Context: an optimization exercise on an open-source flow, tuned for small area, a short achievable clock period and few clock cycles. The choices shown serve that exercise and are no tape-out recipe. The RTL of this run was laid out without a check of its function. Power is estimated from default activity; no workload was simulated.

===== design/flow/run.sh =====
#!/bin/bash
# synth_recipe.tcl (not shown) runs the flow's synth.tcl, then flattens the netlist and writes it again
# the make line also repeats each setting of config.mk as NAME=value (left out here)
make -C /OpenROAD-flow-scripts/flow DESIGN_CONFIG=/design/flow/config.mk WORK_HOME=/design/flow/orfs CLKGATE_MAP_FILE= SYNTH_SCRIPT=/design/flow/synth_recipe.tcl finish

===== design/flow/config.mk =====
export PLATFORM = sky130hd
export DESIGN_NAME = systol_new1
export DESIGN_NICKNAME = systol_new1
export VERILOG_FILES = /design/flow/design.v
export SDC_FILE = /design/flow/constraint.sdc
export NUM_CORES = 4
export LEC_CHECK = 0
export CAP_MARGIN = 20
export CORE_MARGIN = 2
export CORE_UTILIZATION = 40
export CTS_BUF_LIST = sky130_fd_sc_hd__clkbuf_16
export CTS_CLUSTER_DIAMETER = 300
export CTS_CLUSTER_SIZE = 28
export SETUP_SLACK_MARGIN = 4.4
export SLEW_MARGIN = 20

===== design/flow/constraint.sdc =====
create_clock -name core_clock -period 7.0 [get_ports {clk}]
set_input_delay 1.4000 -clock core_clock [delete_from_list [all_inputs] [get_ports {clk}]]
set_output_delay 1.4000 -clock core_clock [all_outputs]
set_load 0.01 [all_outputs]

===== design/flow/design.v =====
`timescale 1ns / 1ns
module systol_new1(read_select, result, finish, start, read_data, clk, rst, we, ws);
input start, clk, rst;
input [7:0] read_data;
output [13:0] read_select;
output [7:0] result;
output finish;
output we;
output [13:0] ws;
localparam H  = 6;                
localparam D  = H + 2;            
localparam NS = 48 / H;           
localparam L  = 2 * D + 1;        
localparam [11:0] OFF_ROW0 = -12'd150;                        
localparam [11:0] OFF_ROW49 = 12'd50 * (D - 5) - 12'd1;       
localparam [11:0] OFF_SAME = -12'd201;                        
localparam [11:0] OFF_NEXT = 12'd50 * (D - 4) - 12'd2;        
localparam [11:0] OFF_XS = -12'd52;                           
localparam [11:0] OFF_SAME49 = -12'd201 + 12'd50 - 12'd50 * H;  
localparam [11:0] K_ROW = 12'd50;                             
localparam [11:0] K_COL = -12'd50 * (D - 1) + 12'd1;          
localparam [11:0] K_STRIP = -12'd99;                          
reg busy;
reg [2:0] k;                      
reg [5:0] c;                      
reg [2:0] s;                      
reg [11:0] ra;                    
reg [7:0] sr [0:L-1];
reg [9:0] h0, h1;
reg [11:0] u;
reg [7:0] result_r;
reg [11:0] ws_r;
reg we_r, finish_r;
reg last_k;                       
reg strip_end;                    
reg fin_q;                        
wire fin = fin_q;
wire [11:0] kra = !last_k ? K_ROW : strip_end ? K_STRIP : K_COL;
	wire ar_p0 = ra[0] ^ kra[0];
	wire ar_g0 = ra[0] & kra[0];
	wire ar_p1 = ra[1] ^ kra[1];
	wire ar_g1 = ra[1] & kra[1];
	wire ar_p2 = ra[2] ^ kra[2];
	wire ar_g2 = ra[2] & kra[2];
	wire ar_p3 = ra[3] ^ kra[3];
	wire ar_g3 = ra[3] & kra[3];
	wire ar_p4 = ra[4] ^ kra[4];
	wire ar_g4 = ra[4] & kra[4];
	wire ar_p5 = ra[5] ^ kra[5];
	wire ar_g5 = ra[5] & kra[5];
	wire ar_p6 = ra[6] ^ kra[6];
	wire ar_g6 = ra[6] & kra[6];
	wire ar_p7 = ra[7] ^ kra[7];
	wire ar_g7 = ra[7] & kra[7];
	wire ar_p8 = ra[8] ^ kra[8];
	wire ar_g8 = ra[8] & kra[8];
	wire ar_p9 = ra[9] ^ kra[9];
	wire ar_g9 = ra[9] & kra[9];
	wire ar_p10 = ra[10] ^ kra[10];
	wire ar_g10 = ra[10] & kra[10];
	wire ar_p11 = ra[11] ^ kra[11];
	wire ar_g11 = ra[11] & kra[11];
	wire ar_G0 = ar_g1 | (ar_p1 & ar_g0);
	wire ar_P0 = ar_p1 & ar_p0;
	wire ar_G1 = ar_g3 | (ar_p3 & ar_g2);
	wire ar_P1 = ar_p3 & ar_p2;
	wire ar_G2 = ar_g5 | (ar_p5 & ar_g4);
	wire ar_P2 = ar_p5 & ar_p4;
	wire ar_G3 = ar_g7 | (ar_p7 & ar_g6);
	wire ar_P3 = ar_p7 & ar_p6;
	wire ar_G4 = ar_g9 | (ar_p9 & ar_g8);
	wire ar_P4 = ar_p9 & ar_p8;
	wire ar_G5 = ar_g11 | (ar_p11 & ar_g10);
	wire ar_P5 = ar_p11 & ar_p10;
	wire ar_G6 = ar_G1 | (ar_P1 & ar_G0);
	wire ar_P6 = ar_P1 & ar_P0;
	wire ar_G7 = ar_G3 | (ar_P3 & ar_G2);
	wire ar_P7 = ar_P3 & ar_P2;
	wire ar_G8 = ar_G5 | (ar_P5 & ar_G4);
	wire ar_P8 = ar_P5 & ar_P4;
	wire ar_G9 = ar_G7 | (ar_P7 & ar_G6);
	wire ar_P9 = ar_P7 & ar_P6;
	wire ar_G10 = ar_G8 | (ar_P8 & ar_G9);
	wire ar_P10 = ar_P8 & ar_P9;
	wire ar_G11 = ar_G2 | (ar_P2 & ar_G6);
	wire ar_P11 = ar_P2 & ar_P6;
	wire ar_G12 = ar_G4 | (ar_P4 & ar_G9);
	wire ar_P12 = ar_P4 & ar_P9;
	wire ar_G13 = ar_g2 | (ar_p2 & ar_G0);
	wire ar_P13 = ar_p2 & ar_P0;
	wire ar_G14 = ar_g4 | (ar_p4 & ar_G6);
	wire ar_P14 = ar_p4 & ar_P6;
	wire ar_G15 = ar_g6 | (ar_p6 & ar_G11);
	wire ar_P15 = ar_p6 & ar_P11;
	wire ar_G16 = ar_g8 | (ar_p8 & ar_G9);
	wire ar_P16 = ar_p8 & ar_P9;
	wire ar_G17 = ar_g10 | (ar_p10 & ar_G12);
	wire ar_P17 = ar_p10 & ar_P12;
	wire [11:0] ra_sum;
	assign ra_sum[0] = ar_p0;
	assign ra_sum[1] = ar_p1 ^ ar_g0;
	assign ra_sum[2] = ar_p2 ^ ar_G0;
	assign ra_sum[3] = ar_p3 ^ ar_G13;
	assign ra_sum[4] = ar_p4 ^ ar_G6;
	assign ra_sum[5] = ar_p5 ^ ar_G14;
	assign ra_sum[6] = ar_p6 ^ ar_G11;
	assign ra_sum[7] = ar_p7 ^ ar_G15;
	assign ra_sum[8] = ar_p8 ^ ar_G9;
	assign ra_sum[9] = ar_p9 ^ ar_G16;
	assign ra_sum[10] = ar_p10 ^ ar_G12;
	assign ra_sum[11] = ar_p11 ^ ar_G17;
reg busy_nx;
reg [2:0] k_nx;
reg [5:0] c_nx;
reg [2:0] s_nx;
reg [11:0] ra_nx;
always @*
begin
	busy_nx = 0;
	k_nx = 0;
	c_nx = 0;
	s_nx = 0;
	ra_nx = 0;
	if (busy && !fin)
	begin
		busy_nx = 1;
		s_nx = s;
		ra_nx = ra_sum;
		if (last_k)
		begin
			if (strip_end)
				s_nx = s + 1'b1;
			else
				c_nx = c + 1'b1;
		end
		else
		begin
			k_nx = k + 1'b1;
			c_nx = c;
		end
	end
	else if (!busy && start)
	begin
		busy_nx = 1;
		k_nx = 1;
		ra_nx = K_ROW;
	end
end
always @(posedge clk)
begin
	if (rst)
	begin
		busy <= 0;
		k <= 0;
		c <= 0;
		s <= 0;
		ra <= 0;
	end
	else
	begin
		busy <= busy_nx;
		k <= k_nx;
		c <= c_nx;
		s <= s_nx;
		ra <= ra_nx;
	end
end
wire same_col = (k_nx >= 3'd5);
wire nc0 = (c_nx == 6'd0);
wire nc1 = (c_nx == 6'd1);
wire ns0 = (s_nx == 3'd0);
wire cx0  = same_col ? nc0 : nc1;
wire cx1  = same_col ? nc1 : (c_nx == 6'd2);
wire cx50 = same_col ? (c_nx == 6'd50) : (c_nx == 6'd51);
wire slot_a = (k_nx == 3'd3);
wire slot_b = (k_nx == 3'd4);
wire wr_a = slot_a && ns0 && (c_nx <= 6'd49);
wire wr_b = slot_b && (s_nx == NS - 1) && !nc0 && (c_nx <= 6'd50);
wire wr_i = !slot_a && !slot_b && (same_col ? !(nc0 && ns0) : !(ns0 && (nc0 || nc1)));
reg wen_q;
reg [1:0] rsel_q;                 
reg [2:0] osel_q;
always @(posedge clk)
begin
	if (rst)
	begin
		wen_q <= 0;
		fin_q <= 0;
		last_k <= 0;
		strip_end <= 0;
	end
	else
	begin
		wen_q <= busy_nx && (wr_a || wr_b || wr_i);
		fin_q <= busy_nx && (k_nx == 3'd2) && (c_nx == 6'd51);
		last_k <= (k_nx == D - 1);
		strip_end <= (k_nx == D - 1) && (c_nx == 6'd49) && (s_nx != NS - 1);
	end
	rsel_q <= slot_a ? 2'd1 : slot_b ? 2'd2 : (cx0 | cx1 | cx50) ? 2'd3 : 2'd0;
	osel_q <= slot_a ? 3'd0 : slot_b ? 3'd1 :
	          same_col ? (cx0 ? 3'd2 : 3'd3) :
	          nc0 ? 3'd4 : cx0 ? 3'd4 : 3'd5;
end
reg [11:0] off;
always @*
	case (osel_q)
	3'd0: off = OFF_ROW0;
	3'd1: off = OFF_ROW49;
	3'd2: off = OFF_SAME49;
	3'd3: off = OFF_SAME;
	3'd4: off = OFF_XS;
	default: off = OFF_NEXT;
	endcase
	wire aw_p0 = ra[0] ^ off[0];
	wire aw_g0 = ra[0] & off[0];
	wire aw_p1 = ra[1] ^ off[1];
	wire aw_g1 = ra[1] & off[1];
	wire aw_p2 = ra[2] ^ off[2];
	wire aw_g2 = ra[2] & off[2];
	wire aw_p3 = ra[3] ^ off[3];
	wire aw_g3 = ra[3] & off[3];
	wire aw_p4 = ra[4] ^ off[4];
	wire aw_g4 = ra[4] & off[4];
	wire aw_p5 = ra[5] ^ off[5];
	wire aw_g5 = ra[5] & off[5];
	wire aw_p6 = ra[6] ^ off[6];
	wire aw_g6 = ra[6] & off[6];
	wire aw_p7 = ra[7] ^ off[7];
	wire aw_g7 = ra[7] & off[7];
	wire aw_p8 = ra[8] ^ off[8];
	wire aw_g8 = ra[8] & off[8];
	wire aw_p9 = ra[9] ^ off[9];
	wire aw_g9 = ra[9] & off[9];
	wire aw_p10 = ra[10] ^ off[10];
	wire aw_g10 = ra[10] & off[10];
	wire aw_p11 = ra[11] ^ off[11];
	wire aw_g11 = ra[11] & off[11];
	wire aw_G0 = aw_g1 | (aw_p1 & aw_g0);
	wire aw_P0 = aw_p1 & aw_p0;
	wire aw_G1 = aw_g3 | (aw_p3 & aw_g2);
	wire aw_P1 = aw_p3 & aw_p2;
	wire aw_G2 = aw_g5 | (aw_p5 & aw_g4);
	wire aw_P2 = aw_p5 & aw_p4;
	wire aw_G3 = aw_g7 | (aw_p7 & aw_g6);
	wire aw_P3 = aw_p7 & aw_p6;
	wire aw_G4 = aw_g9 | (aw_p9 & aw_g8);
	wire aw_P4 = aw_p9 & aw_p8;
	wire aw_G5 = aw_g11 | (aw_p11 & aw_g10);
	wire aw_P5 = aw_p11 & aw_p10;
	wire aw_G6 = aw_G1 | (aw_P1 & aw_G0);
	wire aw_P6 = aw_P1 & aw_P0;
	wire aw_G7 = aw_G3 | (aw_P3 & aw_G2);
	wire aw_P7 = aw_P3 & aw_P2;
	wire aw_G8 = aw_G5 | (aw_P5 & aw_G4);
	wire aw_P8 = aw_P5 & aw_P4;
	wire aw_G9 = aw_G7 | (aw_P7 & aw_G6);
	wire aw_P9 = aw_P7 & aw_P6;
	wire aw_G10 = aw_G8 | (aw_P8 & aw_G9);
	wire aw_P10 = aw_P8 & aw_P9;
	wire aw_G11 = aw_G2 | (aw_P2 & aw_G6);
	wire aw_P11 = aw_P2 & aw_P6;
	wire aw_G12 = aw_G4 | (aw_P4 & aw_G9);
	wire aw_P12 = aw_P4 & aw_P9;
	wire aw_G13 = aw_g2 | (aw_p2 & aw_G0);
	wire aw_P13 = aw_p2 & aw_P0;
	wire aw_G14 = aw_g4 | (aw_p4 & aw_G6);
	wire aw_P14 = aw_p4 & aw_P6;
	wire aw_G15 = aw_g6 | (aw_p6 & aw_G11);
	wire aw_P15 = aw_p6 & aw_P11;
	wire aw_G16 = aw_g8 | (aw_p8 & aw_G9);
	wire aw_P16 = aw_p8 & aw_P9;
	wire aw_G17 = aw_g10 | (aw_p10 & aw_G12);
	wire aw_P17 = aw_p10 & aw_P12;
	wire [11:0] ws_sum;
	assign ws_sum[0] = aw_p0;
	assign ws_sum[1] = aw_p1 ^ aw_g0;
	assign ws_sum[2] = aw_p2 ^ aw_G0;
	assign ws_sum[3] = aw_p3 ^ aw_G13;
	assign ws_sum[4] = aw_p4 ^ aw_G6;
	assign ws_sum[5] = aw_p5 ^ aw_G14;
	assign ws_sum[6] = aw_p6 ^ aw_G11;
	assign ws_sum[7] = aw_p7 ^ aw_G15;
	assign ws_sum[8] = aw_p8 ^ aw_G9;
	assign ws_sum[9] = aw_p9 ^ aw_G16;
	assign ws_sum[10] = aw_p10 ^ aw_G12;
	assign ws_sum[11] = aw_p11 ^ aw_G17;
wire [7:0] hp = sr[0];
wire [7:0] hq = sr[D];
wire [7:0] hr = sr[2*D];
wire [8:0] hs = {hq[7], hp[7:1] ^ hq[6:0] ^ hr[7:1], hp[0] ^ hr[0]};
wire [7:0] hc = {(hp[7:1] & hq[6:0]) | (hp[7:1] & hr[7:1]) | (hq[6:0] & hr[7:1]), hp[0] & hr[0]};
	wire ah_p0 = hs[0] ^ 1'b0;
	wire ah_g0 = hs[0] & 1'b0;
	wire ah_p1 = hs[1] ^ hc[0];
	wire ah_g1 = hs[1] & hc[0];
	wire ah_p2 = hs[2] ^ hc[1];
	wire ah_g2 = hs[2] & hc[1];
	wire ah_p3 = hs[3] ^ hc[2];
	wire ah_g3 = hs[3] & hc[2];
	wire ah_p4 = hs[4] ^ hc[3];
	wire ah_g4 = hs[4] & hc[3];
	wire ah_p5 = hs[5] ^ hc[4];
	wire ah_g5 = hs[5] & hc[4];
	wire ah_p6 = hs[6] ^ hc[5];
	wire ah_g6 = hs[6] & hc[5];
	wire ah_p7 = hs[7] ^ hc[6];
	wire ah_g7 = hs[7] & hc[6];
	wire ah_p8 = hs[8] ^ hc[7];
	wire ah_g8 = hs[8] & hc[7];
	wire ah_p9 = 1'b0 ^ 1'b0;
	wire ah_g9 = 1'b0 & 1'b0;
	wire ah_G0 = ah_g1 | (ah_p1 & ah_g0);
	wire ah_P0 = ah_p1 & ah_p0;
	wire ah_G1 = ah_g3 | (ah_p3 & ah_g2);
	wire ah_P1 = ah_p3 & ah_p2;
	wire ah_G2 = ah_g5 | (ah_p5 & ah_g4);
	wire ah_P2 = ah_p5 & ah_p4;
	wire ah_G3 = ah_g7 | (ah_p7 & ah_g6);
	wire ah_P3 = ah_p7 & ah_p6;
	wire ah_G4 = ah_g9 | (ah_p9 & ah_g8);
	wire ah_P4 = ah_p9 & ah_p8;
	wire ah_G5 = ah_G1 | (ah_P1 & ah_G0);
	wire ah_P5 = ah_P1 & ah_P0;
	wire ah_G6 = ah_G3 | (ah_P3 & ah_G2);
	wire ah_P6 = ah_P3 & ah_P2;
	wire ah_G7 = ah_G6 | (ah_P6 & ah_G5);
	wire ah_P7 = ah_P6 & ah_P5;
	wire ah_G8 = ah_G2 | (ah_P2 & ah_G5);
	wire ah_P8 = ah_P2 & ah_P5;
	wire ah_G9 = ah_G4 | (ah_P4 & ah_G7);
	wire ah_P9 = ah_P4 & ah_P7;
	wire ah_G10 = ah_g2 | (ah_p2 & ah_G0);
	wire ah_P10 = ah_p2 & ah_P0;
	wire ah_G11 = ah_g4 | (ah_p4 & ah_G5);
	wire ah_P11 = ah_p4 & ah_P5;
	wire ah_G12 = ah_g6 | (ah_p6 & ah_G8);
	wire ah_P12 = ah_p6 & ah_P8;
	wire ah_G13 = ah_g8 | (ah_p8 & ah_G7);
	wire ah_P13 = ah_p8 & ah_P7;
	wire [9:0] h_sum;
	assign h_sum[0] = ah_p0;
	assign h_sum[1] = ah_p1 ^ ah_g0;
	assign h_sum[2] = ah_p2 ^ ah_G0;
	assign h_sum[3] = ah_p3 ^ ah_G10;
	assign h_sum[4] = ah_p4 ^ ah_G5;
	assign h_sum[5] = ah_p5 ^ ah_G11;
	assign h_sum[6] = ah_p6 ^ ah_G8;
	assign h_sum[7] = ah_p7 ^ ah_G12;
	assign h_sum[8] = ah_p8 ^ ah_G7;
	assign h_sum[9] = ah_p9 ^ ah_G13;
	wire au_p0 = h1[0] ^ 1'b0;
	wire au_g0 = h1[0] & 1'b0;
	wire au_p1 = h1[1] ^ h0[0];
	wire au_g1 = h1[1] & h0[0];
	wire au_p2 = h1[2] ^ h0[1];
	wire au_g2 = h1[2] & h0[1];
	wire au_p3 = h1[3] ^ h0[2];
	wire au_g3 = h1[3] & h0[2];
	wire au_p4 = h1[4] ^ h0[3];
	wire au_g4 = h1[4] & h0[3];
	wire au_p5 = h1[5] ^ h0[4];
	wire au_g5 = h1[5] & h0[4];
	wire au_p6 = h1[6] ^ h0[5];
	wire au_g6 = h1[6] & h0[5];
	wire au_p7 = h1[7] ^ h0[6];
	wire au_g7 = h1[7] & h0[6];
	wire au_p8 = h1[8] ^ h0[7];
	wire au_g8 = h1[8] & h0[7];
	wire au_p9 = h1[9] ^ h0[8];
	wire au_g9 = h1[9] & h0[8];
	wire au_p10 = 1'b0 ^ h0[9];
	wire au_g10 = 1'b0 & h0[9];
	wire au_p11 = 1'b0 ^ 1'b0;
	wire au_g11 = 1'b0 & 1'b0;
	wire au_G0 = au_g1 | (au_p1 & au_g0);
	wire au_P0 = au_p1 & au_p0;
	wire au_G1 = au_g3 | (au_p3 & au_g2);
	wire au_P1 = au_p3 & au_p2;
	wire au_G2 = au_g5 | (au_p5 & au_g4);
	wire au_P2 = au_p5 & au_p4;
	wire au_G3 = au_g7 | (au_p7 & au_g6);
	wire au_P3 = au_p7 & au_p6;
	wire au_G4 = au_g9 | (au_p9 & au_g8);
	wire au_P4 = au_p9 & au_p8;
	wire au_G5 = au_g11 | (au_p11 & au_g10);
	wire au_P5 = au_p11 & au_p10;
	wire au_G6 = au_G1 | (au_P1 & au_G0);
	wire au_P6 = au_P1 & au_P0;
	wire au_G7 = au_G3 | (au_P3 & au_G2);
	wire au_P7 = au_P3 & au_P2;
	wire au_G8 = au_G5 | (au_P5 & au_G4);
	wire au_P8 = au_P5 & au_P4;
	wire au_G9 = au_G7 | (au_P7 & au_G6);
	wire au_P9 = au_P7 & au_P6;
	wire au_G10 = au_G8 | (au_P8 & au_G9);
	wire au_P10 = au_P8 & au_P9;
	wire au_G11 = au_G2 | (au_P2 & au_G6);
	wire au_P11 = au_P2 & au_P6;
	wire au_G12 = au_G4 | (au_P4 & au_G9);
	wire au_P12 = au_P4 & au_P9;
	wire au_G13 = au_g2 | (au_p2 & au_G0);
	wire au_P13 = au_p2 & au_P0;
	wire au_G14 = au_g4 | (au_p4 & au_G6);
	wire au_P14 = au_p4 & au_P6;
	wire au_G15 = au_g6 | (au_p6 & au_G11);
	wire au_P15 = au_p6 & au_P11;
	wire au_G16 = au_g8 | (au_p8 & au_G9);
	wire au_P16 = au_p8 & au_P9;
	wire au_G17 = au_g10 | (au_p10 & au_G12);
	wire au_P17 = au_p10 & au_P12;
	wire [11:0] u_sum;
	assign u_sum[0] = au_p0;
	assign u_sum[1] = au_p1 ^ au_g0;
	assign u_sum[2] = au_p2 ^ au_G0;
	assign u_sum[3] = au_p3 ^ au_G13;
	assign u_sum[4] = au_p4 ^ au_G6;
	assign u_sum[5] = au_p5 ^ au_G14;
	assign u_sum[6] = au_p6 ^ au_G11;
	assign u_sum[7] = au_p7 ^ au_G15;
	assign u_sum[8] = au_p8 ^ au_G9;
	assign u_sum[9] = au_p9 ^ au_G16;
	assign u_sum[10] = au_p10 ^ au_G12;
	assign u_sum[11] = au_p11 ^ au_G17;
	wire av_p0 = u[0] ^ h0[0];
	wire av_g0 = u[0] & h0[0];
	wire av_p1 = u[1] ^ h0[1];
	wire av_g1 = u[1] & h0[1];
	wire av_p2 = u[2] ^ h0[2];
	wire av_g2 = u[2] & h0[2];
	wire av_p3 = u[3] ^ h0[3];
	wire av_g3 = u[3] & h0[3];
	wire av_p4 = u[4] ^ h0[4];
	wire av_g4 = u[4] & h0[4];
	wire av_p5 = u[5] ^ h0[5];
	wire av_g5 = u[5] & h0[5];
	wire av_p6 = u[6] ^ h0[6];
	wire av_g6 = u[6] & h0[6];
	wire av_p7 = u[7] ^ h0[7];
	wire av_g7 = u[7] & h0[7];
	wire av_p8 = u[8] ^ h0[8];
	wire av_g8 = u[8] & h0[8];
	wire av_p9 = u[9] ^ h0[9];
	wire av_g9 = u[9] & h0[9];
	wire av_p10 = u[10] ^ 1'b0;
	wire av_g10 = u[10] & 1'b0;
	wire av_p11 = u[11] ^ 1'b0;
	wire av_g11 = u[11] & 1'b0;
	wire av_G0 = av_g1 | (av_p1 & av_g0);
	wire av_P0 = av_p1 & av_p0;
	wire av_G1 = av_g3 | (av_p3 & av_g2);
	wire av_P1 = av_p3 & av_p2;
	wire av_G2 = av_g5 | (av_p5 & av_g4);
	wire av_P2 = av_p5 & av_p4;
	wire av_G3 = av_g7 | (av_p7 & av_g6);
	wire av_P3 = av_p7 & av_p6;
	wire av_G4 = av_g9 | (av_p9 & av_g8);
	wire av_P4 = av_p9 & av_p8;
	wire av_G5 = av_g11 | (av_p11 & av_g10);
	wire av_P5 = av_p11 & av_p10;
	wire av_G6 = av_G1 | (av_P1 & av_G0);
	wire av_P6 = av_P1 & av_P0;
	wire av_G7 = av_G3 | (av_P3 & av_G2);
	wire av_P7 = av_P3 & av_P2;
	wire av_G8 = av_G5 | (av_P5 & av_G4);
	wire av_P8 = av_P5 & av_P4;
	wire av_G9 = av_G7 | (av_P7 & av_G6);
	wire av_P9 = av_P7 & av_P6;
	wire av_G10 = av_G8 | (av_P8 & av_G9);
	wire av_P10 = av_P8 & av_P9;
	wire av_G11 = av_G2 | (av_P2 & av_G6);
	wire av_P11 = av_P2 & av_P6;
	wire av_G12 = av_G4 | (av_P4 & av_G9);
	wire av_P12 = av_P4 & av_P9;
	wire av_G13 = av_g2 | (av_p2 & av_G0);
	wire av_P13 = av_p2 & av_P0;
	wire av_G14 = av_g4 | (av_p4 & av_G6);
	wire av_P14 = av_p4 & av_P6;
	wire av_G15 = av_g6 | (av_p6 & av_G11);
	wire av_P15 = av_p6 & av_P11;
	wire av_G16 = av_g8 | (av_p8 & av_G9);
	wire av_P16 = av_p8 & av_P9;
	wire av_G17 = av_g10 | (av_p10 & av_G12);
	wire av_P17 = av_p10 & av_P12;
	wire [11:0] vsum;
	assign vsum[0] = av_p0;
	assign vsum[1] = av_p1 ^ av_g0;
	assign vsum[2] = av_p2 ^ av_G0;
	assign vsum[3] = av_p3 ^ av_G13;
	assign vsum[4] = av_p4 ^ av_G6;
	assign vsum[5] = av_p5 ^ av_G14;
	assign vsum[6] = av_p6 ^ av_G11;
	assign vsum[7] = av_p7 ^ av_G15;
	assign vsum[8] = av_p8 ^ av_G9;
	assign vsum[9] = av_p9 ^ av_G16;
	assign vsum[10] = av_p10 ^ av_G12;
	assign vsum[11] = av_p11 ^ av_G17;
integer i;
always @(posedge clk)
begin
	sr[0] <= read_data;
	for (i = 1; i < L; i = i + 1)
		sr[i] <= sr[i-1];
	h0 <= h_sum;
	h1 <= h0;
	u <= u_sum;
end
always @(posedge clk)
begin
	if (rst)
	begin
		we_r <= 0;
		finish_r <= 0;
	end
	else
	begin
		we_r <= wen_q;
		finish_r <= fin_q;
	end
	ws_r <= ws_sum;
	case (rsel_q)
	2'd0: result_r <= vsum[11:4];
	2'd1: result_r <= sr[1];
	2'd2: result_r <= sr[3];
	default: result_r <= sr[D+2];
	endcase
end
assign read_select = {2'b00, ra};
assign result = result_r;
assign ws = {2'b00, ws_r};
assign we = we_r;
assign finish = finish_r;
endmodule

==> summary.txt <==
-- Yosys cell counts (6+ instances only) --
cell type / count / share of area (%)
nor2_1: 22 / 1.1
a21oi_1: 18 / 1.2
inv_1: 30 / 1.5
dfxtp_1: 224 / 61
fa_1: 29 / 7.8
nand2_1: 13 / 0.66
xor2_1: 18 / 2.1
o21ai_0: 8 / 0.54
nand2b_1: 8 / 0.68
and2_1: 11 / 0.93
nor3_1: 12 / 0.81
mux4_2: 8 / 2.4
ha_1: 49 / 8.3
xnor2_1: 15 / 1.8
nor2b_1: 9 / 0.76
nand3_1: 6 / 0.41
buf_4: 6 / 0.61
a21o_1: 16 / 1.6
-- critical path, stage by stage (launching register included) --
cell     delay, ns
dfxtp_4       0.39
ha_2          0.18
fa_2          0.35
a21o_1        0.18
a21oi_2       0.17
nor2b_2       0.07
o41a_1        0.34
a21o_1        0.19
a21o_1        0.18
fa_2          0.33
xor2_1        0.16
xnor2_1       0.14
nor2_1        0.05
-- cells by family (layout without fill, tap and decap cells) --
family                   count (synthesis)  after routing  synth area share [%]
multiplexers                             9              9                  2.57
other                                    1              4                0.0507
adder cells (fa/ha/maj)                 78             78                  16.1
flip-flops                             224            224                  60.6
AND/OR/NAND/NOR                        104            104                  7.73
AO/OA/AOI/OAI                           69             69                  6.55
buffers and inverters                   42            108                  2.45
XOR/XNOR                                33             33                  3.91
-- worst min path at each step --
stage,start,cells past startpoint,slack (ns),endpoint
final,sr[5][5],0,0.33,sr[6][5]
after global routing,sr[5][5],0,0.33,sr[6][5]
after CTS,sr[5][5],0,0.32,sr[6][5]
after detailed placement,sr[11][2],0,0.31,sr[12][2]
after global placement,sr[7][3],0,0.31,sr[8][3]
after floorplan,sr[9][0],0,0.31,sr[10][0]
-- through the flow --
stage	cells	hold slack, ns	util [%]	total power [uW]	setup WS, ns
2_1_floorplan	563	0.310	-	1970	4.20
3_5_place_dp	824	0.312	45.0	2190	3.89
4_1_cts	848	0.325	47.1	2850	4.04
5_1_grt	858	0.333	48.1	3010	4.02
3_3_place_gp	824	0.310	45.0	2170	3.97
6_report	858	0.328	48.1	2820	4.17
-- final cells by class --
cell class	count	area share [%]
Multi-Input combinational cell	297	33.5
Sequential cell	224	52.1
Clock inverter	2	0.0863
Tap cell	229	3.29
Clock buffer	11	3.16
Timing Repair Buffer	65	6.51
Inverter	30	1.32
-- per-layer routing --
layer  share of wire (%)  vias up  track usage [%]
li1                    -     2000                -
met1                  48     1980             18.2
met2                  48       44             21.4
met3                 2.5       16             2.19
met4                 1.6        0             2.71
met5                   0        -                0
-- flip-flops by register name, summed over array words and instances, names as in the netlist --
name,cells
sr,136
ra,12
u,12
ws_r,12
h0,10
h1,10
result_r,8
c,6
k,3
osel_q,3
s,3
rsel_q,2
busy,1
fin_q,1
finish_r,1
last_k,1
strip_end,1
we_r,1
wen_q,1
-- timing repair --
action / 4_1_cts / 5_1_grt
endpoints found under the hold margin: 0 / 0
cloned: 0 / 0
hold buffers: 0 / 0
pin swaps: 17 / 20
setup buffers: 11 / 10
gates resized for setup: 63 / 24
endpoints found under the setup margin: 47 / 18
-- power by group through the flow --
stage	registers, uW	clock network [uW]	logic, uW
2_1_floorplan	1540	0	432
5_1_grt	1540	728	745
4_1_cts	1520	683	643
6_report	1520	654	650
3_3_place_gp	1550	0	622
3_5_place_dp	1550	0	641
==> flow_summary.yaml <==
floorplanning:
  start_util_pct: 40.9
  die-area_sq_um: 19600
  io_pins: 49
  die_w_um: 140
  row_count: 49
  chipHeight_um: 140
  core_sq_um: 18100
timing:
  rsz0062_at_grt: "true"
  tightestPinTransition_ns: 0.647
  setup_violations: 0
  hold_violations: 0
  max_clock_freq_mhz: 353
  slew_headroom_pct: 56.8
  finClkSkew_ns: 0.0234
  min_period_over_period_pct: 40.4
  period_needed_ns: 2.83
  tns_ns: 0
  maxSlewViolCount: 0
power_and_ir_drop:
  p_int_uw: 2070
  power_switching_uw: 755
  power.density_nw_per_um2: 324
  leakagePower_uw: 0.00383
  netSwitchingFraction_pct: 26.7
  p_clk_share_pct: 23.2
  combPwrFrac_pct: 23.0
  power_frac_seq_pct: 53.8
  vdd_drop_max_mv: 0.176
routing:
  wl_per_cell_um: 14.5
  postRouteAntennaNets: 0
  vias: 4040
  drt_first_pass_iters: 6
  drt_first_iter_violations: 171
  wl_mm: 12.4
  via_per_inst: 4.71
  drc: 0
cells_and_area:
  drive_above_1_share_pct: 16.9
  multiInputGateArea_sq_um: 2920
  diodes: 0
  final_common_cell: "dfxtp_1"
  fin_area_sq_um: 8700
  regArea_sq_um: 4530
  final_cell_mix: "204 x dfxtp_1, 45 x ha_1, 33 x dlygate4sd2_1"
  fill_cells: 1591
  area_delta_synth_final_pct: 17.6
  nNetsFinal: 718
synthesis:
  avgSynthCellArea_sq_um: 13.2
  synth_edf_count: 0
  synth_cell_types: 55
  ys_seq_area_share_pct: 60.6
  yosysWarningCount: 2
  postSynthCellCount: 560
  ys_seq_elements: 224
  synth_area_sq_um: 7400
  postSynth.asyncResetShare_pct: 0
  ys.flop_type: "dfxtp_1"
setup_path:
  endpoint: "ra[11]"
  timing.rr.end: "ra[11]"
  cp-start-kind: "flip-flop"
  regToRegStartpoint: "last_k"
  cp.required_ns: 7.36
  crit_type: "flip-flop to flip-flop"
  crit_start: "last_k"
  critPathCaptureType: "flip-flop"
  worstRegToRegCells: 12
  crit_fanout: 4
  ff2ff_setup_slack_ns: 4.17
  cp.arrival_ns: 3.19
clock_network:
  root_buffer: "clkbuf_16"
  clock_latency_ns: 0.47
  clockBufferDepth: 3
  cts_sinks: 224
  cts_tree: "yes"
  clkTransAtPathRegs_ns: 0.12
  cts_made_buffers: 11
  h-tree-depth: 1
run:
  drv_cap: 0
placed_design:
  dp_hpwl_mm: 8.74
  gp_congestion: 0.782
  numPortBuffers: 44
  placed_area_sq_um: 8130
global_route:
  grt_pass1_wl_mm: 21.0
  grt_usage_pct: 13.0
  antenna_found_initial: 0
  gr-total-overflow: 0
  grt_max_degree: 30
  grt_pass1_vias: 4161
run_status:
  outcome: "no timing/DRC/antenna violations"
worst_hold_path:
  hold_class: "flip-flop to flip-flop"

[port drivers added, routing unchanged]
Ports are ideal in the flow. The routed layout listed here was re-timed in OpenROAD. Step 1, drivers: a clkbuf_16 drives clk and a buf_2 each remaining input, both assumed. Step 2, shift: input delay + t, output delay - t, t = (earliest + latest rising clock arrival at the registers) / 2. This alone moves slack from input paths to output paths. Three values: ideal, step 1, step 2; two values: the first two.
t, ns: 0.494
slack for setup (ns): 4.171 / 4.171 / 3.995
worst setup path after step 2: input to register
After both steps this run still meets setup and hold. For this run, drivers alone change the setup slack by 0.000 ns; drivers and shift together by -0.176 ns.
